Context: an optimization exercise on an open-source flow, tuned for small area and a short achievable clock period. The choices shown serve that exercise and are no tape-out recipe. Only the layout flow was run in this run; the RTL was not checked for function there.

==> design/flow/design.v <==
module flop #(
                parameter int DATA_WIDTH = 32
            )(
                input logic clk,
                input logic [DATA_WIDTH - 1 : 0] data_i,
                output logic [DATA_WIDTH - 1 : 0] data_o
            );
            always_ff @(posedge clk) data_o <= data_i;
endmodule
module delay    #(
                    parameter int DATA_WIDTH    = 32,
                    parameter int DELAY         = 1
                )(
                    input logic clk,
                    input logic [DATA_WIDTH - 1 : 0] data_i,
                    output logic [DATA_WIDTH - 1 : 0] data_o
                );
    logic [DELAY : 0][DATA_WIDTH - 1 : 0] data;
    genvar i;
    generate
        assign data_o = data[DELAY];
        assign data[0] = data_i;
        if (DELAY > 0) begin
            for (i = 0; i < DELAY; ++i) begin
                flop #(.DATA_WIDTH(DATA_WIDTH)) flop (.clk(clk), .data_i(data[i]), .data_o(data[i + 1]));
            end
        end else begin
            assign data_o = data_i;
        end
    endgenerate
endmodule
module fpre #(
                parameter int FW = 23,
                parameter int EW = 8
            )(
                input logic clk,
                input logic [EW + FW : 0]  opA,
                input logic [EW + FW : 0]  opB,
                input logic [EW + FW : 0]  opC,
                input logic [3:0] op,
                output logic sign1,
                output logic sign2,
                output logic sign3,
                output logic [EW - 1 : 0] exponent1,
                output logic [EW - 1 : 0] exponent2,
                output logic [EW - 1 : 0] exponent3,
                output logic [FW : 0] significant1,
                output logic [FW : 0] significant2,
                output logic [FW : 0] significant3,
                output logic inf1,
                output logic inf2,
                output logic inf3,
                output logic nan1,
                output logic nan2,
                output logic nan3,
                output logic zero1,
                output logic zero2,
                output logic zero3
            );
    localparam BIAS = 2**(EW - 1) - 1;
    logic [EW + FW : 0] op1;  
    logic [EW + FW : 0] op2;  
    logic [EW + FW : 0] op3;  
    always_comb begin
        case (op[1:0])
            2'b01: begin
                op1 = opA;
                op2 = op[2] ? {~opB[EW + FW], opB[EW + FW - 1:0]} : opB;
                op3 = 0;
            end
            2'b10: begin
                op1 = {1'b0, 1'b0, {(EW - 1){1'b1}}, {FW{1'b0}}};
                op2 = opA;
                op3 = op[3] ? {~opB[EW + FW], opB[EW + FW - 1:0]} : opB;
            end
            2'b11: begin
                op1 = opA;
                op2 = op[2] ? {~opB[EW + FW], opB[EW + FW - 1:0]} : opB;
                op3 = op[3] ? {~opC[EW + FW], opC[EW + FW - 1:0]} : opC;
            end
            default: begin
                op1 = 0;
                op2 = 0;
                op3 = 0;
            end
        endcase
    end
    logic sign1_temp;
    logic sign2_temp;
    logic sign3_temp;
    logic [EW - 1 : 0] exponent1_temp;
    logic [EW - 1 : 0] exponent2_temp;
    logic [EW - 1 : 0] exponent3_temp;
    logic [FW - 1 : 0] fraction1;
    logic [FW - 1 : 0] fraction2;
    logic [FW - 1 : 0] fraction3;
    assign {sign1_temp, exponent1_temp, fraction1} = op1;
    assign {sign2_temp, exponent2_temp, fraction2} = op2;
    assign {sign3_temp, exponent3_temp, fraction3} = op3;
    always_comb begin
        sign1 = sign1_temp;
        sign2 = sign2_temp;
        sign3 = sign3_temp;
        exponent1 = exponent1_temp;
        exponent2 = exponent2_temp;
        exponent3 = exponent3_temp;
        significant1 = {|exponent1_temp, fraction1};
        significant2 = {|exponent2_temp, fraction2};
        significant3 = {|exponent3_temp, fraction3};
        inf1 = &exponent1_temp & ~|fraction1;
        inf2 = &exponent2_temp & ~|fraction2;
        inf3 = &exponent3_temp & ~|fraction3;
        nan1 = &exponent1_temp & |fraction1;
        nan2 = &exponent2_temp & |fraction2;
        nan3 = &exponent3_temp & |fraction3;
        zero1 = ~|exponent1_temp & ~|fraction1;
        zero2 = ~|exponent2_temp & ~|fraction2;
        zero3 = ~|exponent3_temp & ~|fraction3;
    end
endmodule
module fmul #(
                parameter int FW = 23,
                parameter int EW = 8
            )(
                input logic clk,
                input logic [EW - 1 : 0]    exponentA,
                input logic [FW : 0]        significantA,
                input logic signA,
                input logic infA,
                input logic nanA,
                input logic zeroA,
                input logic [EW - 1 : 0]    exponentB,
                input logic [FW : 0]        significantB,
                input logic signB,
                input logic infB,
                input logic nanB,
                input logic zeroB,
                output logic [EW + 1 : 0]    exponentR,
                output logic [2*FW + 1 : 0]  significantR,
                output logic signR,
                output logic infR,
                output logic nanR,
                output logic zeroR
            );
    localparam BIAS = 2**(EW - 1) - 1;
    logic [EW + 1 : 0]    exponent_temp;
    logic [2*FW + 1 : 0]  significant_temp;
    assign exponent_temp = {2'b0, exponentA} + {2'b0, exponentB} - {2'b0, (EW)'(BIAS)};
    assign significant_temp = significantA*significantB;
    always_ff @( posedge clk ) begin
        nanR <= nanA | nanB | (zeroA & infB) | (infA & zeroB);
        infR <= (infA & ~(zeroB | nanB)) | (infB & ~(zeroA | nanA));
        zeroR <= (zeroA & ~(infB | nanB)) | (zeroB & ~(infA | nanA));
        signR <= signA ^ signB;
        exponentR <= exponent_temp + significant_temp[2*FW + 1];
        significantR <= significant_temp[2*FW + 1] ? significant_temp : {significant_temp[2*FW : 0], 1'b0};
    end
endmodule
module fexp #(
                parameter int FW1   = 23,
                parameter int FW2   = 40,
                parameter int EW1    = 8,
                parameter int EW2    = 10
            )(
                input logic clk,
                input logic [EW1 - 1 : 0]   exponentA,
                input logic [FW1 : 0]       significantA,
                input logic signA,
                input logic infA,
                input logic nanA,
                input logic zeroA,
                output logic [EW2 - 1 : 0]   exponentR,
                output logic [FW2 : 0]       significantR,
                output logic signR,
                output logic infR,
                output logic nanR,
                output logic zeroR
            );
    always_ff @( posedge clk ) begin
        significantR    <= {significantA, {FW2 - FW1{1'b0}}};
        exponentR       <= {{EW2 - EW1{1'b0}}, exponentA};
        signR           <= signA;
        infR            <= infA;
        nanR            <= nanA;
        zeroR           <= zeroA;
    end
endmodule
module fadd #(
                parameter int FW = 23,
                parameter int EW = 8
            )(
                input logic clk,
                input logic [EW - 1 : 0]    exponentA,
                input logic [FW : 0]        significantA,
                input logic signA,
                input logic infA,
                input logic nanA,
                input logic zeroA,
                input logic [EW - 1 : 0]    exponentB,
                input logic [FW : 0]        significantB,
                input logic signB,
                input logic infB,
                input logic nanB,
                input logic zeroB,
                output logic [EW - 1 : 0]   exponentR,
                output logic [FW  : 0]      significantR,
                output logic signR,
                output logic infR,
                output logic nanR,
                output logic zeroR
            );
    logic comp;
    assign comp = exponentA > exponentB;
    logic [EW : 0] shamt;
    assign shamt = comp ? exponentA - exponentB : exponentB - exponentA;
    logic [FW : 0] shifted_signigicantA;
    logic [FW : 0] shifted_signigicantB;
    assign shifted_signigicantA = comp ? significantA : significantA >> shamt;
    assign shifted_signigicantB = comp ? significantB >> shamt : significantB;
    logic [FW + 1 : 0] add_signigicant;
    logic [FW + 1 : 0] sub_signigicant;
    assign add_signigicant = shifted_signigicantA + shifted_signigicantB;
    logic a_ge_b;
    assign a_ge_b = shifted_signigicantA >= shifted_signigicantB;
    assign sub_signigicant = a_ge_b ? shifted_signigicantA - shifted_signigicantB : shifted_signigicantB - shifted_signigicantA;
    logic [FW + 1: 0] significant_temp;
    logic [EW - 1 : 0] exponent_temp;
    assign significant_temp = signA ^ signB ? sub_signigicant : add_signigicant;
    assign exponent_temp = comp ? exponentA : exponentB;
    always_ff @( posedge clk ) begin
        nanR            <= nanA | nanB | (infA & infB & (signA ^ signB));
        infR            <= (infA | infB) & ~(nanA | nanB | (infA & infB & (signA ^ signB)));
        zeroR           <= (zeroA & zeroB) | (~|significant_temp & ~(nanA | nanB));
        signR           <= (signA ^ signB) ? (a_ge_b ? signA : signB) : signA;
        exponentR <= exponent_temp + significant_temp[FW + 1];
        significantR <= significant_temp[FW + 1] ? significant_temp[FW + 1:1] : significant_temp[FW:0];
    end
endmodule
module fnorm #(
                parameter int FW1   = 26,
                parameter int FW2   = 23,
                parameter int EW1   = 10,
                parameter int EW2   = 8
            )(
                input logic clk,
                input logic [2 : 0] rm,
                input logic [EW1 - 1 : 0]   exponentA,
                input logic [FW1 : 0]       significantA,
                input logic signA,
                input logic infA,
                input logic nanA,
                input logic zeroA,
                output logic [EW2 - 1 : 0]   exponentR,
                output logic [FW2 : 0]       significantR,
                output logic signR,
                output logic infR,
                output logic nanR,
                output logic zeroR
            );
    logic [FW1 : 0] norm_significant;
    logic [EW1 : 0] exponent_temp;
    always_comb begin : arbiter
        exponent_temp       = exponentA;
        norm_significant    = significantA;
        for (int i = 0; i < FW1 + 1; i++) begin
            if (!norm_significant[FW1] && exponent_temp != 0) begin
                exponent_temp       -= 1;
                norm_significant    <<= 1;
            end
        end
    end
    logic [FW1 - FW2 - 3 : 0] sticky_temp;
    logic [FW2 : 0] significant_temp;
    logic guard;
    logic round;
    logic sticky;
    assign {significant_temp, guard, round, sticky_temp} = norm_significant;
    assign sticky = |sticky_temp;
    logic plus_one;
    assign plus_one =   (rm == 3'b000 && guard && (round  || sticky || significant_temp[0])) ||
                        (rm == 3'b010 && signA && (guard  || round  || sticky)) ||
                        (rm == 3'b011 && !signA && (guard || round  || sticky)) ||
                        (rm == 3'b100 && guard);
    always_ff @( posedge clk ) begin
        significantR    <= significant_temp + plus_one;
        exponentR       <= exponent_temp[EW2 - 1:0];
        signR           <= signA;
        infR            <= infA;
        nanR            <= nanA;
        zeroR           <= zeroA;
    end
endmodule
module fpost #(
                parameter int FW   = 23,
                parameter int EW   = 8
            )(
                input logic [EW - 1 : 0]   exponentA,
                input logic [FW : 0]       significantA,
                input logic signA,
                input logic infA,
                input logic nanA,
                input logic zeroA,
                output logic [EW + FW : 0]  result
            );
    assign result = nanA    ? {signA, {EW + FW{1'b1}}} :
                    infA    ? {signA, {EW{1'b1}}, {FW{1'b0}}} :
                    zeroA   ? {signA, {EW + FW{1'b0}}} :
                    {signA,  exponentA, significantA[FW - 1 : 0]};
endmodule
module fma #(
                parameter int FW = 23,
                parameter int EW = 8
            )(
                input logic clk,
                input logic [2 : 0] rm,
                input logic [3:0] op,
                input logic [EW + FW : 0]  opA,
                input logic [EW + FW : 0]  opB,
                input logic [EW + FW : 0]  opC,
                output logic [EW + FW : 0]  result
            );
    logic sign1_pre;
    logic sign2_pre;
    logic sign3_pre;
    logic [EW - 1 : 0] exponent1_pre;
    logic [EW - 1 : 0] exponent2_pre;
    logic [EW - 1 : 0] exponent3_pre;
    logic [FW : 0] significant1_pre;
    logic [FW : 0] significant2_pre;
    logic [FW : 0] significant3_pre;
    logic inf1_pre;
    logic inf2_pre;
    logic inf3_pre;
    logic nan1_pre;
    logic nan2_pre;
    logic nan3_pre;
    logic zero1_pre;
    logic zero2_pre;
    logic zero3_pre;
    logic [2 : 0] rm_o;
    delay #(.DATA_WIDTH(3), .DELAY(2)) delay (.clk(clk), .data_i(rm), .data_o(rm_o));
    fpre #(.FW(FW),.EW(EW)) fpre    (
                                        .clk            (clk),
                                        .opA            (opA),
                                        .opB            (opB),
                                        .opC            (opC),
                                        .op             (op),
                                        .sign1          (sign1_pre),
                                        .sign2          (sign2_pre),
                                        .sign3          (sign3_pre),
                                        .exponent1      (exponent1_pre),
                                        .exponent2      (exponent2_pre),
                                        .exponent3      (exponent3_pre),
                                        .significant1   (significant1_pre),
                                        .significant2   (significant2_pre),
                                        .significant3   (significant3_pre),
                                        .inf1           (inf1_pre),
                                        .inf2           (inf2_pre),
                                        .inf3           (inf3_pre),
                                        .nan1           (nan1_pre),
                                        .nan2           (nan2_pre),
                                        .nan3           (nan3_pre),
                                        .zero1          (zero1_pre),
                                        .zero2          (zero2_pre),
                                        .zero3          (zero3_pre)
                                    );
    logic [EW + 1 : 0]    exponent_mul;
    logic [2*FW + 1 : 0]  significant_mul;
    logic sign_mul;
    logic inf_mul;
    logic nan_mul;
    logic zero_mul;
    fmul #(.FW(FW),.EW(EW)) fmul    (
                                        .clk            (clk),
                                        .exponentA      (exponent1_pre),
                                        .significantA   (significant1_pre),
                                        .signA          (sign1_pre),
                                        .infA           (inf1_pre),
                                        .nanA           (nan1_pre),
                                        .zeroA          (zero1_pre),
                                        .exponentB      (exponent2_pre),
                                        .significantB   (significant2_pre),
                                        .signB          (sign2_pre),
                                        .infB           (inf2_pre),
                                        .nanB           (nan2_pre),
                                        .zeroB          (zero2_pre),
                                        .exponentR      (exponent_mul),
                                        .significantR   (significant_mul),
                                        .signR          (sign_mul),
                                        .infR           (inf_mul),
                                        .nanR           (nan_mul),
                                        .zeroR          (zero_mul)
                                    );
    logic [EW + 1 : 0]    exponent_exp;
    logic [2*FW + 1 : 0]  significant_exp;
    logic sign_exp;
    logic inf_exp;
    logic nan_exp;
    logic zero_exp;
    fexp #(.FW1(FW),.FW2(2*FW + 1),.EW1(EW),.EW2(EW + 2)) fexp  (
                                                                    .clk            (clk),
                                                                    .exponentA      (exponent3_pre),
                                                                    .significantA   (significant3_pre),
                                                                    .signA          (sign3_pre),
                                                                    .infA           (inf3_pre),
                                                                    .nanA           (nan3_pre),
                                                                    .zeroA          (zero3_pre),
                                                                    .exponentR      (exponent_exp),
                                                                    .significantR   (significant_exp),
                                                                    .signR          (sign_exp),
                                                                    .infR           (inf_exp),
                                                                    .nanR           (nan_exp),
                                                                    .zeroR          (zero_exp)
                                                                );
    logic [EW + 1 : 0]      exponent_add;
    logic [2*FW + 1: 0]     significant_add;
    logic sign_add;
    logic inf_add;
    logic nan_add;
    logic zero_add;
    fadd #(.FW(2*FW + 1),.EW(EW + 2)) fadd  (
                                                .clk            (clk),
                                                .exponentA      (exponent_mul),
                                                .significantA   (significant_mul),
                                                .signA          (sign_mul),
                                                .infA           (inf_mul),
                                                .nanA           (nan_mul),
                                                .zeroA          (zero_mul),
                                                .exponentB      (exponent_exp),
                                                .significantB   (significant_exp),
                                                .signB          (sign_exp),
                                                .infB           (inf_exp),
                                                .nanB           (nan_exp),
                                                .zeroB          (zero_exp),
                                                .exponentR      (exponent_add),
                                                .significantR   (significant_add),
                                                .signR          (sign_add),
                                                .infR           (inf_add),
                                                .nanR           (nan_add),
                                                .zeroR          (zero_add)
                                            );
    logic sign_norm;
    logic [EW - 1 : 0] exponent_norm;
    logic [FW : 0] significant_norm;
    logic inf_norm;
    logic nan_norm;
    logic zero_norm;
    fnorm #(.FW1(2*FW + 1),.FW2(FW),.EW1(EW + 2),.EW2(EW)) fnorm    (
                                                                                .clk            (clk),
                                                                                .rm             (rm_o),
                                                                                .exponentA      (exponent_add),
                                                                                .significantA   (significant_add),
                                                                                .signA          (sign_add),
                                                                                .infA           (inf_add),
                                                                                .nanA           (nan_add),
                                                                                .zeroA          (zero_add),
                                                                                .exponentR      (exponent_norm),
                                                                                .significantR   (significant_norm),
                                                                                .signR          (sign_norm),
                                                                                .infR           (inf_norm),
                                                                                .nanR           (nan_norm),
                                                                                .zeroR          (zero_norm)
                                                                            );
fpost #(.FW(FW),.EW(EW)) fpost  (
                                    .exponentA      (exponent_norm),
                                    .significantA   (significant_norm),
                                    .signA          (sign_norm),
                                    .infA           (inf_norm),
                                    .nanA           (nan_norm),
                                    .zeroA          (zero_norm),
                                    .result         (result)
                                );
endmodule
==> design/flow/run.sh <==
#!/bin/bash
# synth_recipe.tcl (not shown) runs the flow's synth.tcl, then flattens the netlist and writes it again
# the make line also repeats each setting of config.mk as NAME=value (left out here)
make -C /OpenROAD-flow-scripts/flow DESIGN_CONFIG=/design/flow/config.mk WORK_HOME=/design/flow/orfs CLKGATE_MAP_FILE= SYNTH_SCRIPT=/design/flow/synth_recipe.tcl finish
==> design/flow/config.mk <==
export PLATFORM = sky130hd
export DESIGN_NAME = fma
export DESIGN_NICKNAME = fma
export VERILOG_FILES = /design/flow/design.v
export SDC_FILE = /design/flow/constraint.sdc
export NUM_CORES = 4
export LEC_CHECK = 0
export CAP_MARGIN = 20
export CORE_MARGIN = 2
export CORE_UTILIZATION = 40
export SLEW_MARGIN = 20
==> design/flow/constraint.sdc <==
create_clock -name core_clock -period 55.0 [get_ports {clk}]
set_input_delay 11.0000 -clock core_clock [delete_from_list [all_inputs] [get_ports {clk}]]
set_output_delay 11.0000 -clock core_clock [all_outputs]
set_load 0.01 [all_outputs]
==> results.txt <==
[worst reg2reg max path: cells and delay by family, from the launching register on]
| family | cells | cell delay, ps |
|---|---|---|
| AOI/OAI and AO/OA | 93 | 19250 |
| xor gates and xnor gates | 13 | 2580 |
| adders and majority gates | 24 | 4690 |
| buffers and inverters | 29 | 3730 |
| DFF | 1 | 370 |
| muxes | 7 | 1810 |
| and+or+nand+nor | 88 | 20830 |
[flip-flops by register name, indices dropped and copies added, names as in the netlist, 6 cells and up]
name	cells
fadd.significantR	48
fmul.significantR	48
fexp.significantR	24
fnorm.significantR	23
fadd.exponentR	10
fmul.exponentR	10
fexp.exponentR	8
fnorm.exponentR	8
delay.genblk1.genblk1.flop.data_o	6
[worst min path at each step]
stage / startpoint / to / slack, ps
2_1_floorplan: delay.genblk1.genblk1[0].flop.data_o[0] / delay.genblk1.genblk1[1].flop.data_o[0] / 310
3_3_place_gp: fadd.nanR / fnorm.nanR / 320
3_5_place_dp: fadd.nanR / fnorm.nanR / 320
4_1_cts: fadd.nanR / fnorm.nanR / 340
5_1_grt: delay.genblk1.genblk1[0].flop.data_o[1] / delay.genblk1.genblk1[1].flop.data_o[1] / 350
6_report: delay.genblk1.genblk1[0].flop.data_o[2] / delay.genblk1.genblk1[1].flop.data_o[2] / 340
[metrics by stage]
| stage | cells | setup slack [ps] | cell area [um^2] | utilization |
|---|---|---|---|---|
| after floorplan | 11560 | 4.736 | 87940 | - |
| after global placement | 14300 | -790.8 | 92950 | 0.4323 |
| after detailed placement | 14300 | -1804 | 92960 | 0.4323 |
| after CTS | 14360 | 27.69 | 94120 | 0.4377 |
| after global routing | 14530 | -351.5 | 96370 | 0.4481 |
| final | 14530 | 1698 | 96380 | 0.4482 |
[layout make-up]
type	count	area, um^2
fill	21730	118700
multi-input combinational	9852	78540
timing repair buffer	773	6230
sequential	201	4033
tap	2838	3551
inverter	810	3079
clock buffer	33	726.9
clock inverter	14	192.7
antenna	11	27.53
[layer usage]
metal	vias up	share of wire
li1	41270	-
met2	3349	0.43
met4	28	0.036
met3	495	0.082
met5	-	0.00057
met1	42290	0.45
[cells by family after synthesis]
| kind of cell | Yosys count |
|---|---|
| XOR/XNOR | 365 |
| AO/OA/AOI/OAI | 2729 |
| buffers and inverters | 1509 |
| multiplexers | 1711 |
| adder cells (fa/ha/maj) | 863 |
| AND/OR/NAND/NOR | 4177 |
| flip-flops | 201 |
[placed cells by master (no fill, tap or decap), types with 61 or more instances in the layout]
cell,instances
sky130_fd_sc_hd__and2_1,85
sky130_fd_sc_hd__buf_4,624
sky130_fd_sc_hd__fa_1,488
sky130_fd_sc_hd__o21bai_1,121
sky130_fd_sc_hd__nand2_1,1554
sky130_fd_sc_hd__mux2i_1,1479
sky130_fd_sc_hd__xor2_1,85
sky130_fd_sc_hd__inv_1,782
sky130_fd_sc_hd__nor3_1,155
sky130_fd_sc_hd__o21ai_0,441
sky130_fd_sc_hd__ha_1,345
sky130_fd_sc_hd__a211oi_1,71
sky130_fd_sc_hd__a21o_1,105
sky130_fd_sc_hd__a21oi_1,733
sky130_fd_sc_hd__nand4_1,73
sky130_fd_sc_hd__nand3_1,201
sky130_fd_sc_hd__nor4_1,61
sky130_fd_sc_hd__a31oi_1,72
sky130_fd_sc_hd__nor2_1,1267
sky130_fd_sc_hd__o211ai_1,71
sky130_fd_sc_hd__dfxtp_1,198
sky130_fd_sc_hd__clkdlybuf4s50_1,134
sky130_fd_sc_hd__xnor2_1,216
sky130_fd_sc_hd__mux2_2,183
sky130_fd_sc_hd__and3_1,73
[timing repair]
item | in CTS | in global routing
pin swaps | 9 | 149
resized for setup | 23 | 181
setup buffers | 5 | 157
setup endpoints to repair | 23 | 31
cloned | 5 | 3
endpoints found under the hold margin | 0 | 0
==> impl_metrics.csv <==
group,metric,value,unit
logic_synthesis,synthesis.nets,12520,
clocking,cts_htree_levels,1,
global_route,grt_max_degree,93,
sta,slew_hr,0.2460,
logic_synthesis,syn-instance-count,11560,
finish,nNetsFinal,12630,
sta,maxSlewViolCount,0,
critical_path,crit_path_max_fanout,32,
critical_path,critPathRequiredTime,55490,ps
die,num_io_pins,136,
die,chipHeight,469.8,um
critical_path,cpMaxStageDelayCell,"sky130_fd_sc_hd__or4_4",
min_path,worstHoldPathCells,0,
sta,fin_crit,53300,ps
logic_synthesis,ys_async_sr_fraction,0,
clocking,clk_latency,630,ps
sta,worst_slew_pin_slew,1121,ps
clocking,clock-sinks,201,
clocking,cts_hold_buffers,0,
sta,finalSetupTns,0,ps
logic_synthesis,synth-xor-area-share,0.04010,
clocking,clock_tree.root_cell,"sky130_fd_sc_hd__clkbuf_16",
route,detail-route-antenna-nets,0,
logic_synthesis,yosysMostFrequentCell,"sky130_fd_sc_hd__nand2_1",
global_route,met1_usage,0.4007,
critical_path,rrSetupSlack,1700,ps
route,post-route-drc-count,0,
critical_path,worstSetupEndpointType,"flip-flop",
sta,finalHoldWorstSlack,337.8,ps
global_route,global_route_wire_length_before_repair,502.4,mm
flow_run,maxCapViolations,0,
logic_synthesis,combined_area_of_all_synthesized_cells,86770,um^2
logic_synthesis,synth_common_cells,"1562 x sky130_fd_sc_hd__nand2_1, 1489 x sky130_fd_sc_hd__mux2i_1, 1281 x sky130_fd_sc_hd__nor2_1",
min_path,worst_hold_path_type,"flip-flop to flip-flop",
logic_synthesis,post_synth_mux_area_share,0.2022,
die,die_x,469.8,um
global_route,met3_usage,0.04742,
critical_path,crit_path_start_kind,"flip-flop",
critical_path,worst_path_dominant_cell_family,"simple AND/OR/NAND/NOR gates",
status,status,"complete, no violations",
sta,finClkSkew,51.16,ps
critical_path,critical_path_buf_inv_count,29,
critical_path,cp-startpoint,"fadd.exponentR[7]",
critical_path,critical_path_class,"flip-flop to flip-flop",
die,start_util,0.4035,
route,detail_route.iter0.violations,8501,
critical_path,worstReg2RegStart,"fadd.exponentR[7]",
logic_synthesis,synth_area_per_cell,7.509,um^2
logic_synthesis,synth_largest_area_cell,"sky130_fd_sc_hd__mux2i_1",
clocking,worst_setup_hold_path_clk_slew,60,ps
sta,timing.final.setup_violations,0,
logic_synthesis,ffs_latches_synth,201,
global_route,global_route.peak_usage_layer,"met2",
global_route,antenna_found_initial,30,
die,std_cell_rows,170,
logic_synthesis,synth.lib_cells_used.distinct,218,
logic_synthesis,compound_gate_portion_of_the_synthesized_area,0.2314,
route,post_drt_wl_per_cell,22.65,um
clocking,numCtsBuffers,26,
global_route,gr-usage-met2,0.4348,
route,detail_route.first_pass.iterations,10,
critical_path,critPathMaxStageDelay,600,ps
logic_synthesis,adder_cell_fraction_of_synth_area,0.1666,
die,placeableCoreArea,215000,um^2
logic_synthesis,synthesis.yosys.warnings,6,
sta,maximum_clock_frequency,18.76,MHz
critical_path,path_depth,254,
die,die_area,220700,um^2
logic_synthesis,synth_top_cell_area_share,0.1718,
route,detail_route.vias_per_cell,6.016,
logic_synthesis,synth.top_cells.by_area,"sky130_fd_sc_hd__mux2i_1 17%, sky130_fd_sc_hd__fa_1 11%, sky130_fd_sc_hd__nand2_1 6.8%, sky130_fd_sc_hd__nor2_1 5.5%, sky130_fd_sc_hd__ha_1 5.4%",
clocking,cts-root-to-sink-buffers,3,
finish,area_delta_synth_final,11.08,%
finish,layout-drive-gt1-share,0.1738,
logic_synthesis,synth-simple-area-share,0.2341,
critical_path,setup_crit_end,"fnorm.significantR[22]",
critical_path,crit_path_frequent_cell,"sky130_fd_sc_hd__ha_4",
critical_path,r2r.worst_path.cells,254,
critical_path,r2r-end,"fnorm.significantR[22]",
clocking,tritoncts_clock_tree,"yes",
logic_synthesis,yosys_most_used_dff,"sky130_fd_sc_hd__dfxtp_1",
sta,finalHoldViolCount,0,
placement,gpl.final_weighted_congestion,1.002,
route,routed_wl,329.1,mm
logic_synthesis,synth_edf_count,0,
sta,post-route-period-util,0.9691,
route,vias,87430,
placement,buffer_ports.inserted,135,
global_route,grt_remaining_overflow,0,
global_route,grt.total_usage,0.2831,
logic_synthesis,yosysSeqAreaShare,0.04637,
placement,place_hpwl,265.9,mm
logic_synthesis,combinational_family_with_the_most_area_after_synthesis,"simple AND/OR/NAND/NOR gates",
global_route,first_global_vias,83710,
critical_path,crit_path_dat,53790,ps

-- separate check: timing with driven ports --
The results above use ideal ports. As a check the final layout listed here was re-extracted and re-timed, cells and wires unchanged. Step 1 assumes that a clkbuf_16 drives the clock port and a buf_2 every other input. Step 2 moves the port delays by t, midway between the first and last clock arrival at a register: inputs arrive t later, outputs are due t later. That takes back most of the time a late clock gives input paths. Three values: no drivers, after step 1, after step 2; two values: the first two.
shift t [ns]: 0.674
setup slack, ns: 1.698 / 1.698 / 1.698
latest minus earliest clock arrival (ns): 0.055 / 0.055
worst register clock-pin slew, ns: 0.07 / 0.07
pins driven straight from the clock port: 1
After both steps setup and hold are still met in this run. The setup slack of this run moves by 0.000 ns with the drivers and by 0.000 ns with both steps.
